Context: an optimization exercise on an open-source flow, tuned for small area. The choices shown serve that exercise and are no tape-out recipe. At most, simulation tests tie the RTL to the original design; equivalence was not proved.

==> inputs of 04-13 <==
## crypto_dimension
module crypto_dimension(
    input clk,
    input btns,
    input btnr,
    input btnd,
    input btnl,
    input btnu,
    input rst,
    input echo,
    input [15:0] sw,
    output led16_b,
    output led16_g,
    output led16_r,
    output led17_b,
    output led17_g,
    output led17_r,
    output trig,
    output [15:0] Led,
    output wire [7:0] seg,
    output wire [7:0] an
);
export LEC_CHECK = 0
export ABC_AREA = 1
export CAP_MARGIN = 0
export CORE_MARGIN = 2
export CORE_UTILIZATION = 60
export PLACE_DENSITY = 0.72
export SLEW_MARGIN = 0
create_clock -name core_clock -period 250.0 [get_ports {clk}]
standard.sh (not shown) runs the stock make flow with config.mk's settings and CLKGATE_MAP_FILE= SYNTH_SCRIPT=/design/flow/synth_recipe.tcl, a recipe that flattens the netlist after the stock synthesis.
==> flow/flow/run.sh <==
#!/bin/bash
# Own layout flow:
#  1. the standard synthesis (standard.sh synth), unchanged;
#  2. its combinational logic mapped again for area with Yosys and ABC
#     (remap.tcl, remap.abc); every register and tie cell stays as it is;
#  3. the standard layout from floorplan to finish on that netlist, with
#     the clock tree built without dummy loads (CTS_ARGS).
# Each tool's output goes to a log file of its own in the work folder.
set -euo pipefail
WORK=$(pwd)
RES=$WORK/orfs/results/$FLOW_PLATFORM/crypto_dimension/base
PLAT=$FLOW_HOME/platforms/$FLOW_PLATFORM

bash standard.sh synth > 1_synth_standard.log 2>&1
cp "$RES/1_2_yosys.v" "$WORK/1_2_yosys_standard.v"

export REMAP_LIB=$PLAT/lib/sky130_fd_sc_hd__tt_025C_1v80.lib
export REMAP_IN=$WORK/1_2_yosys_standard.v
export REMAP_TOP=$FLOW_TOP
export REMAP_ABC=$WORK/flow/remap.abc
export REMAP_OUT=$RES/1_2_yosys.v
export REMAP_DONT_USE="$(sed -n '/DONT_USE_CELLS += /,/^$/p' "$PLAT/config.mk" | tr -d '\\' | sed 's/export DONT_USE_CELLS += //' | tr '\n' ' ')"
yosys -c flow/remap.tcl > 1_remap.log 2>&1
rm -f "$RES/1_synth.odb" "$RES/1_synth.sdc"

# plain buffers on the ports (the delay cells the default picks are larger)
export BUFFER_PORTS_ARGS="-buffer_cell sky130_fd_sc_hd__buf_1"
export CTS_ARGS="-sink_clustering_enable -repair_clock_nets -sink_clustering_size 21 -sink_clustering_max_diameter 52 -buf_list sky130_fd_sc_hd__clkbuf_8 -dont_use_dummy_load"
bash standard.sh > 2_layout.log 2>&1
==> flow/flow/remap.tcl <==
# Re-map the combinational logic of the standard synthesis netlist for area.
# Every register and tie cell is kept as it is (same instance, name and cell).
yosys -import
set lib $::env(REMAP_LIB)
read_liberty -ignore_miss_func $lib
read_verilog -noblackbox $::env(REMAP_IN)
hierarchy -top $::env(REMAP_TOP)
# the sequential and tie cells stay as they are
blackbox =sky130_fd_sc_hd__*df* =sky130_fd_sc_hd__*dl* =sky130_fd_sc_hd__conb_*
setattr -set keep 1 t:sky130_fd_sc_hd__*df* t:sky130_fd_sc_hd__*dl* t:sky130_fd_sc_hd__conb_*
flatten
opt_clean -purge
opt_expr
opt_clean -purge
set du {}
foreach c $::env(REMAP_DONT_USE) { lappend du -dont_use $c }
abc -liberty $lib {*}$du -script $::env(REMAP_ABC)
opt_clean -purge
splitnets
opt_clean -purge
hilomap -singleton -hicell sky130_fd_sc_hd__conb_1 HI -locell sky130_fd_sc_hd__conb_1 LO
insbuf -buf sky130_fd_sc_hd__buf_4 A X
opt_clean -purge
select -module $::env(REMAP_TOP)
stat -liberty $lib
write_verilog -noattr -nohex -nodec -selected $::env(REMAP_OUT)
Other scripts of this flow, unchanged in this note and not shown: flow/flow/remap.abc
==> 06-16: changes against 04-13 <==
--- a/flow/design.v
+++ b/flow/design.v
@@ -353,13 +353,13 @@
             else
                 up_target = c - 7'd1;
         end
     endfunction
     reg rl, unlock, set_pw, auth_n, uu, ss, commit;
     reg [15:0] orig_lo;
-    reg [6:0] sid_m1, size, c1, c2, cur_n, sid_inc, sid_n, x_n, newest_n, second_n;
+    reg [6:0] sid_m1, size, c1, c2, cur_n, sid_inc, sid_n, size_n, x_n, newest_n, second_n;
     reg full_n;
     reg [1:0] id_a, id_b;
     reg [10:0] fac, d0n, d1n, d2n, mc;
     reg [1:0] ml_la, id_la;
     reg [10:0] ma_la, mb_la, mul_y;
     reg [18:0] mul_x, mul_out, hist_val;
@@ -411,12 +411,13 @@
         mul_x = s ? mul_lo : {8'd0, ma_la};
         mul_y = s ? mc : mb_la;
         mul_out = mul19x11(mul_x, mul_y);
         sid_inc = (storage_id == 7'd99) ? 7'd0 : storage_id + 7'd1;
         sid_n = commit ? sid_inc : storage_id;
         full_n = storage_full | (commit && storage_id == 7'd99);
+        size_n = full_n ? 7'd100 : sid_n;
         cur_n = ss ? ((sid_n != 7'd0) ? sid_n - 7'd1 : 7'd0) : c2;
         if (storage_id >= 7'd2 || (storage_id == 7'd1 && storage_full))
             sel_jump = SEL_SEC;
         else if (storage_id == 7'd1 || storage_full)
             sel_jump = SEL_ORIG;
         else
@@ -428,15 +429,15 @@
         else if (uu)
             disp_n = next_sel;
         else if (rl)
             disp_n = (storage_id == 7'd0) ? SEL_ZERO : SEL_ORIG;
         else
             disp_n = disp_sel;
-        x_n = up_target(c2, size);
-        newest_n = (storage_id == 7'd0) ? 7'd99 : sid_m1;
-        second_n = (storage_id == 7'd0) ? 7'd98 : (storage_id == 7'd1) ? 7'd99 : storage_id - 7'd2;
+        x_n = up_target(cur_n, size_n);
+        newest_n = (sid_n == 7'd0) ? 7'd99 : sid_n - 7'd1;
+        second_n = (newest_n == 7'd0) ? 7'd99 : newest_n - 7'd1;
         if (commit)
             add_a = (storage_id == 7'd0) ? 7'd2 : (storage_id == 7'd99) ? 7'd1 : storage_id + 7'd1;
         else
             add_a = x_n;
         slot = add_mod99(add_a, rot);
         tap = 19'd0;
--- a/flow/flow/run.sh
+++ b/flow/flow/run.sh
@@ -22,8 +22,8 @@
 export REMAP_DONT_USE="$(sed -n '/DONT_USE_CELLS += /,/^$/p' "$PLAT/config.mk" | tr -d '\\' | sed 's/export DONT_USE_CELLS += //' | tr '\n' ' ')"
 yosys -c flow/remap.tcl > 1_remap.log 2>&1
 rm -f "$RES/1_synth.odb" "$RES/1_synth.sdc"
 
 # plain buffers on the ports (the delay cells the default picks are larger)
 export BUFFER_PORTS_ARGS="-buffer_cell sky130_fd_sc_hd__buf_1"
-export CTS_ARGS="-sink_clustering_enable -repair_clock_nets -sink_clustering_size 21 -sink_clustering_max_diameter 52 -buf_list sky130_fd_sc_hd__clkbuf_8 -dont_use_dummy_load"
+export CTS_ARGS="-repair_clock_nets -buf_list sky130_fd_sc_hd__clkbuf_8 -dont_use_dummy_load"
 bash standard.sh > 2_layout.log 2>&1
==> 08-20: changes against 04-13 <==
--- a/flow/design.v
+++ b/flow/design.v
@@ -56,14 +56,13 @@
     output trg,
     output [10:0] dist_cm,
     output [3:0] dist_m,
     output [5:0] dist_ft,
     output [8:0] dist_in
 );
-    reg [10:0] period_lfsr;      
-    reg trig_r;
+    reg [10:0] period_cnt;
     reg counting;
     reg [5:0] rem;
     reg [2:0] r5;
     reg [7:0] t;
     reg [2:0] hold_r5;
     reg [7:0] hold_t;
@@ -82,37 +81,31 @@
                 z[j] = x[j] ^ y[j] ^ cc;
                 cc = (x[j] & y[j]) | (x[j] & cc) | (y[j] & cc);
             end
             times5_plus = z + {8'd0, b};
         end
     endfunction
-    assign trg = trig_r;
+    assign trg = (period_cnt != 0) && (period_cnt[10:4] == 0) && (period_cnt[3:0] <= 4'd10);
     assign dist_cm = times5_plus(hold_t, hold_r5);
     assign dist_m = hold_t / 5'd20;
     assign dist_ft = hold_t / 3'd6;
     assign dist_in = {hold_t, hold_r5 >= 3'd3};
     always @(posedge clk) begin
         if (~counting) begin
             hold_t <= t;
             hold_r5 <= r5;
         end
     end
     always @(posedge clk) begin
         if (~rst) begin
-            period_lfsr <= 11'd1;
-            trig_r <= 1'b0;
+            period_cnt <= 0;
             counting <= 1'b0;
             r5 <= 0;
             t <= 0;
         end else begin
-            period_lfsr <= (period_lfsr == 11'd1652) ? 11'd1
-                           : {period_lfsr[9:0], period_lfsr[10] ^ period_lfsr[8]};
-            if (period_lfsr == 11'd1)
-                trig_r <= 1'b1;
-            else if (period_lfsr == 11'd1026)
-                trig_r <= 1'b0;
+            period_cnt <= (period_cnt == 11'd1999) ? 11'd0 : period_cnt + 11'd1;
             if (ech) begin
                 counting <= 1'b1;
                 if (~counting) begin
                     rem <= 6'd1;
                     r5 <= 0;
                     t <= 0;
@@ -267,12 +260,13 @@
     reg l17_blue;        
     localparam [2:0] SEL_ZERO = 3'd0, SEL_A = 3'd1, SEL_B = 3'd2,
                      SEL_ORIG = 3'd3, SEL_SEC = 3'd4, SEL_FIRST = 3'd5;
     reg [6:0] storage_id;
     reg storage_full;
     reg [6:0] current;
+    reg orig_valid;
     reg [18:0] orig_data;
     reg [18:0] sec_data;
     reg [18:0] first_data;
     reg [18:0] buf_a;
     reg [18:0] buf_b;
     reg [2:0] disp_sel;
@@ -291,39 +285,24 @@
     assign led17_b = (|l16) & l17_blue;
     assign led17_g = (|l16) & ~l17_blue;
     assign led17_r = 1'b0;
     function [18:0] mul19x11;
         input [18:0] x;
         input [10:0] y;
-        reg [18:0] s, cy, pp, t, negs;
-        reg [11:0] ye;
-        reg one, two, neg, cc;
+        reg [18:0] s, cy, pp, t;
+        reg cc;
         integer i, j;
         begin
-            ye = {y, 1'b0};
-            s = 0;
+            s = x & {19{y[0]}};
             cy = 0;
-            negs = 0;
-            for (i = 0; i < 6; i = i + 1) begin
-                one = ye[2*i] ^ ye[2*i+1];
-                if (i < 5) begin
-                    two = (ye[2*i+2] & ~ye[2*i+1] & ~ye[2*i]) | (~ye[2*i+2] & ye[2*i+1] & ye[2*i]);
-                    neg = ye[2*i+2];
-                end else begin
-                    two = ye[11] & ye[10];
-                    neg = 1'b0;
-                end
-                pp = ((({19{one}} & x) | ({19{two}} & (x << 1))) ^ {19{neg}}) << (2*i);
-                negs[2*i] = neg;
+            for (i = 1; i < 11; i = i + 1) begin
+                pp = (x << i) & {19{y[i]}};
                 t = s ^ cy ^ pp;
                 cy = ((s & cy) | (s & pp) | (cy & pp)) << 1;
                 s = t;
             end
-            t = s ^ cy ^ negs;
-            cy = ((s & cy) | (s & negs) | (cy & negs)) << 1;
-            s = t;
             cc = 1'b0;
             for (j = 0; j < 19; j = j + 1) begin
                 mul19x11[j] = s[j] ^ cy[j] ^ cc;
                 cc = (s[j] & cy[j]) | (s[j] & cc) | (cy[j] & cc);
             end
         end
@@ -353,13 +332,13 @@
             else
                 up_target = c - 7'd1;
         end
     endfunction
     reg rl, unlock, set_pw, auth_n, uu, ss, commit;
     reg [15:0] orig_lo;
-    reg [6:0] sid_m1, size, c1, c2, cur_n, sid_inc, sid_n, x_n, newest_n, second_n;
+    reg [6:0] sid_m1, size, c1, c2, cur_n, sid_inc, sid_n, size_n, x_n, newest_n, second_n;
     reg full_n;
     reg [1:0] id_a, id_b;
     reg [10:0] fac, d0n, d1n, d2n, mc;
     reg [1:0] ml_la, id_la;
     reg [10:0] ma_la, mb_la, mul_y;
     reg [18:0] mul_x, mul_out, hist_val;
@@ -370,13 +349,13 @@
     reg [6:0] slot_a, wslot;
     reg wr_a, wr_b, wr;
     reg [18:0] wdata;
     integer k;
     always @(*) begin
         rl = (r | l) & auth & rst;
-        orig_lo = orig_data[15:0];
+        orig_lo = orig_valid ? orig_data[15:0] : 16'd0;
         set_pw = d_long & auth;
         unlock = d & ~auth & (pw == sw);
         auth_n = d ? unlock : auth;
         uu = u & auth_n & rst;
         ss = s & auth_n & rst;
         sid_m1 = storage_id - 7'd1;
@@ -411,12 +390,13 @@
         mul_x = s ? mul_lo : {8'd0, ma_la};
         mul_y = s ? mc : mb_la;
         mul_out = mul19x11(mul_x, mul_y);
         sid_inc = (storage_id == 7'd99) ? 7'd0 : storage_id + 7'd1;
         sid_n = commit ? sid_inc : storage_id;
         full_n = storage_full | (commit && storage_id == 7'd99);
+        size_n = full_n ? 7'd100 : sid_n;
         cur_n = ss ? ((sid_n != 7'd0) ? sid_n - 7'd1 : 7'd0) : c2;
         if (storage_id >= 7'd2 || (storage_id == 7'd1 && storage_full))
             sel_jump = SEL_SEC;
         else if (storage_id == 7'd1 || storage_full)
             sel_jump = SEL_ORIG;
         else
@@ -428,15 +408,15 @@
         else if (uu)
             disp_n = next_sel;
         else if (rl)
             disp_n = (storage_id == 7'd0) ? SEL_ZERO : SEL_ORIG;
         else
             disp_n = disp_sel;
-        x_n = up_target(c2, size);
-        newest_n = (storage_id == 7'd0) ? 7'd99 : sid_m1;
-        second_n = (storage_id == 7'd0) ? 7'd98 : (storage_id == 7'd1) ? 7'd99 : storage_id - 7'd2;
+        x_n = up_target(cur_n, size_n);
+        newest_n = (sid_n == 7'd0) ? 7'd99 : sid_n - 7'd1;
+        second_n = (newest_n == 7'd0) ? 7'd99 : newest_n - 7'd1;
         if (commit)
             add_a = (storage_id == 7'd0) ? 7'd2 : (storage_id == 7'd99) ? 7'd1 : storage_id + 7'd1;
         else
             add_a = x_n;
         slot = add_mod99(add_a, rot);
         tap = 19'd0;
@@ -523,12 +503,13 @@
             buf_b <= tap;
     end
     always @(posedge clk) begin
         if (rst) begin
             measurements_left <= dimension + 2'd1;
             if (commit) begin
+                orig_data <= mul_out;
                 sec_data <= orig_data;
                 if (storage_id == 7'd0)
                     first_data <= mul_out;
             end
         end
     end
@@ -547,13 +528,13 @@
             dim1 <= 0;
             dim2 <= 0;
             l16 <= 0;
             storage_id <= 0;
             storage_full <= 1'b0;
             current <= 7'd127;
-            orig_data <= 0;
+            orig_valid <= 1'b0;
             disp_sel <= SEL_ZERO;
             next_sel <= SEL_ZERO;
             next_fetch <= 1'b0;
         end else begin
             rst_seen <= 1'b0;
             offset <= rst_seen ? 3'd7 : offset + 3'd1;
@@ -581,13 +562,13 @@
                 dat <= measurements_left - id_b;
                 dimension_id <= commit ? 2'd0 : id_b;
             end else begin
                 dimension_id <= id_a;
             end
             if (commit) begin
-                orig_data <= mul_out;
+                orig_valid <= 1'b1;
                 storage_id <= sid_n;
                 storage_full <= full_n;
             end
             current <= cur_n;
             disp_sel <= disp_n;
             next_sel <= next_n;
==> flow/flow/run.sh (replaced) <==
#!/bin/bash
# Own layout flow:
#  1. the standard synthesis (standard.sh synth), unchanged;
#  2. its combinational logic mapped again for area with Yosys and ABC
#     (remap.tcl, remap.abc); every register and tie cell stays as it is, and
#     so do the full and half adders of the multiplier (keep_cells.v);
#  3. the standard layout from floorplan to finish on that netlist, with
#     the clock tree built without dummy loads (CTS_ARGS).
# Each tool's output goes to a log file of its own in the work folder.
set -euo pipefail
WORK=$(pwd)
RES=$WORK/orfs/results/$FLOW_PLATFORM/crypto_dimension/base
PLAT=$FLOW_HOME/platforms/$FLOW_PLATFORM

bash standard.sh synth > 1_synth_standard.log 2>&1
cp "$RES/1_2_yosys.v" "$WORK/1_2_yosys_standard.v"

export REMAP_LIB=$PLAT/lib/sky130_fd_sc_hd__tt_025C_1v80.lib
export REMAP_IN=$WORK/1_2_yosys_standard.v
export REMAP_TOP=$FLOW_TOP
export REMAP_ABC=$WORK/flow/remap.abc
export REMAP_KEEP=$WORK/flow/keep_cells.v
export REMAP_OUT=$RES/1_2_yosys.v
export REMAP_DONT_USE="$(sed -n '/DONT_USE_CELLS += /,/^$/p' "$PLAT/config.mk" | tr -d '\\' | sed 's/export DONT_USE_CELLS += //' | tr '\n' ' ')"
yosys -c flow/remap.tcl > 1_remap.log 2>&1
rm -f "$RES/1_synth.odb" "$RES/1_synth.sdc"

# plain buffers on the ports (the delay cells the default picks are larger)
export BUFFER_PORTS_ARGS="-buffer_cell sky130_fd_sc_hd__buf_1"
export CTS_ARGS="-sink_clustering_enable -repair_clock_nets -sink_clustering_size 22 -sink_clustering_max_diameter 45 -buf_list sky130_fd_sc_hd__clkbuf_8 -dont_use_dummy_load"
bash standard.sh > 2_layout.log 2>&1
==> flow/flow/keep_cells.v (new file) <==
module sky130_fd_sc_hd__fa_1_keep(A, B, CIN, COUT, SUM);
  input A, B, CIN;
  output COUT, SUM;
endmodule
module sky130_fd_sc_hd__ha_1_keep(A, B, COUT, SUM);
  input A, B;
  output COUT, SUM;
endmodule
--- a/flow/flow/remap.tcl
+++ b/flow/flow/remap.tcl
@@ -5,19 +5,31 @@
 read_liberty -ignore_miss_func $lib
 read_verilog -noblackbox $::env(REMAP_IN)
 hierarchy -top $::env(REMAP_TOP)
 # the sequential and tie cells stay as they are
 blackbox =sky130_fd_sc_hd__*df* =sky130_fd_sc_hd__*dl* =sky130_fd_sc_hd__conb_*
 setattr -set keep 1 t:sky130_fd_sc_hd__*df* t:sky130_fd_sc_hd__*dl* t:sky130_fd_sc_hd__conb_*
+# the full and half adders that feed mul_lo (the multiplier) stay as they are
+read_verilog -lib $::env(REMAP_KEEP)
+select -set mulff c:*mul_lo* {%ci1:+sky130_fd_sc_hd__dfxtp_1[D]}
+select -set cone @mulff %ci*:-sky130_fd_sc_hd__dfxtp_1:-sky130_fd_sc_hd__edfxtp_1
+select -set mulfa @cone t:sky130_fd_sc_hd__fa_1 %i
+select -set mulha @cone t:sky130_fd_sc_hd__ha_1 %i
+select -list @mulfa
+chtype -set sky130_fd_sc_hd__fa_1_keep @mulfa
+chtype -set sky130_fd_sc_hd__ha_1_keep @mulha
+select -clear
 flatten
 opt_clean -purge
 opt_expr
 opt_clean -purge
 set du {}
 foreach c $::env(REMAP_DONT_USE) { lappend du -dont_use $c }
 abc -liberty $lib {*}$du -script $::env(REMAP_ABC)
+chtype -set sky130_fd_sc_hd__fa_1 t:sky130_fd_sc_hd__fa_1_keep
+chtype -set sky130_fd_sc_hd__ha_1 t:sky130_fd_sc_hd__ha_1_keep
 opt_clean -purge
 splitnets
 opt_clean -purge
 hilomap -singleton -hicell sky130_fd_sc_hd__conb_1 HI -locell sky130_fd_sc_hd__conb_1 LO
 insbuf -buf sky130_fd_sc_hd__buf_4 A X
 opt_clean -purge
==> out/qor.csv <==
stage,metric,value,unit
grt,grt_use_met3,3.78,%
cells_and_area,fill_cells,7300,
run_status,status,timing/DRC/antenna clean,
cells_and_area,num-nonclk-buffers,126,
yosys,synth_area,58900,sq um
cells_and_area,drive_above_1_share,4.60,%
cells_and_area,multi_input_area_share,20.6,%
power_and_ir_drop,power_density,8.36,nW/um^2
route,wirelength,126000,um
cells_and_area,syn2layout_area_growth,7.38,%
setup_path,crit_fanout,3,
cells_and_area,multiInputCombCellCount,2320,
timing,setup_ws,149420,ps
route,met2WireLength,56800,um
the above is filed under 04-13

==> out/qor.csv <==
stage,metric,value,unit
cells_and_area,multiInputCombCellCount,1966,
run_status,status,timing/DRC/antenna clean,
route,wirelength,122000,um
cells_and_area,fill_cells,7336,
cells_and_area,syn2layout_area_growth,7.57,%
route,met2WireLength,51600,um
cells_and_area,drive_above_1_share,5.09,%
the above is filed under 08-20

==> out/qor.csv <==
stage,metric,value,unit
run_status,status,timing/DRC/antenna clean,
cells_and_area,multi_input_area_share,20.3,%
cells_and_area,multiInputCombCellCount,2394,
setup_path,crit_fanout,5,
power_and_ir_drop,power_density,9.37,nW/um^2
cells_and_area,syn2layout_area_growth,10.4,%
route,met2WireLength,57800,um
power_and_ir_drop,pg_seq,0.356,mW
timing,setup_ws,149480,ps
cells_and_area,num-nonclk-buffers,122,
route,wirelength,127000,um
yosys,synth_area,59000,sq um
the above is filed under 06-16

The RTL of 04-13 was laid out without a check of its function.

-- afterwards: timing with drivers on the ports --
The flow's constraints put no driver on any port. The routed layouts listed below were extracted and timed again, unchanged, in two steps.
Step 1 assumes that a clkbuf_16 drives the clock port and a buf_2 every other input.
Step 2 also shifts input and output timing later by t, the mid clock arrival at the registers, as if the neighbouring blocks saw the same clock.
Three values: ideal ports, drivers, drivers and shift; two values: the first two.
| run | t, ns | slack for setup (ns) | cell pins on the clock port's net |
|---|---|---|---|
| 04-13 | 0.861 | 149.422 / 149.400 / 149.400 | 1 |
| 06-16 | 0.912 | 149.482 / 149.459 / 149.459 | 1 |
| 08-20 | 0.880 | 149.420 / 149.393 / 149.393 | 1 |
After both steps every run listed still meets setup and hold. The setup slack of 08-20, which loses most, moves by -0.027 ns with the drivers and by -0.027 ns with both steps.
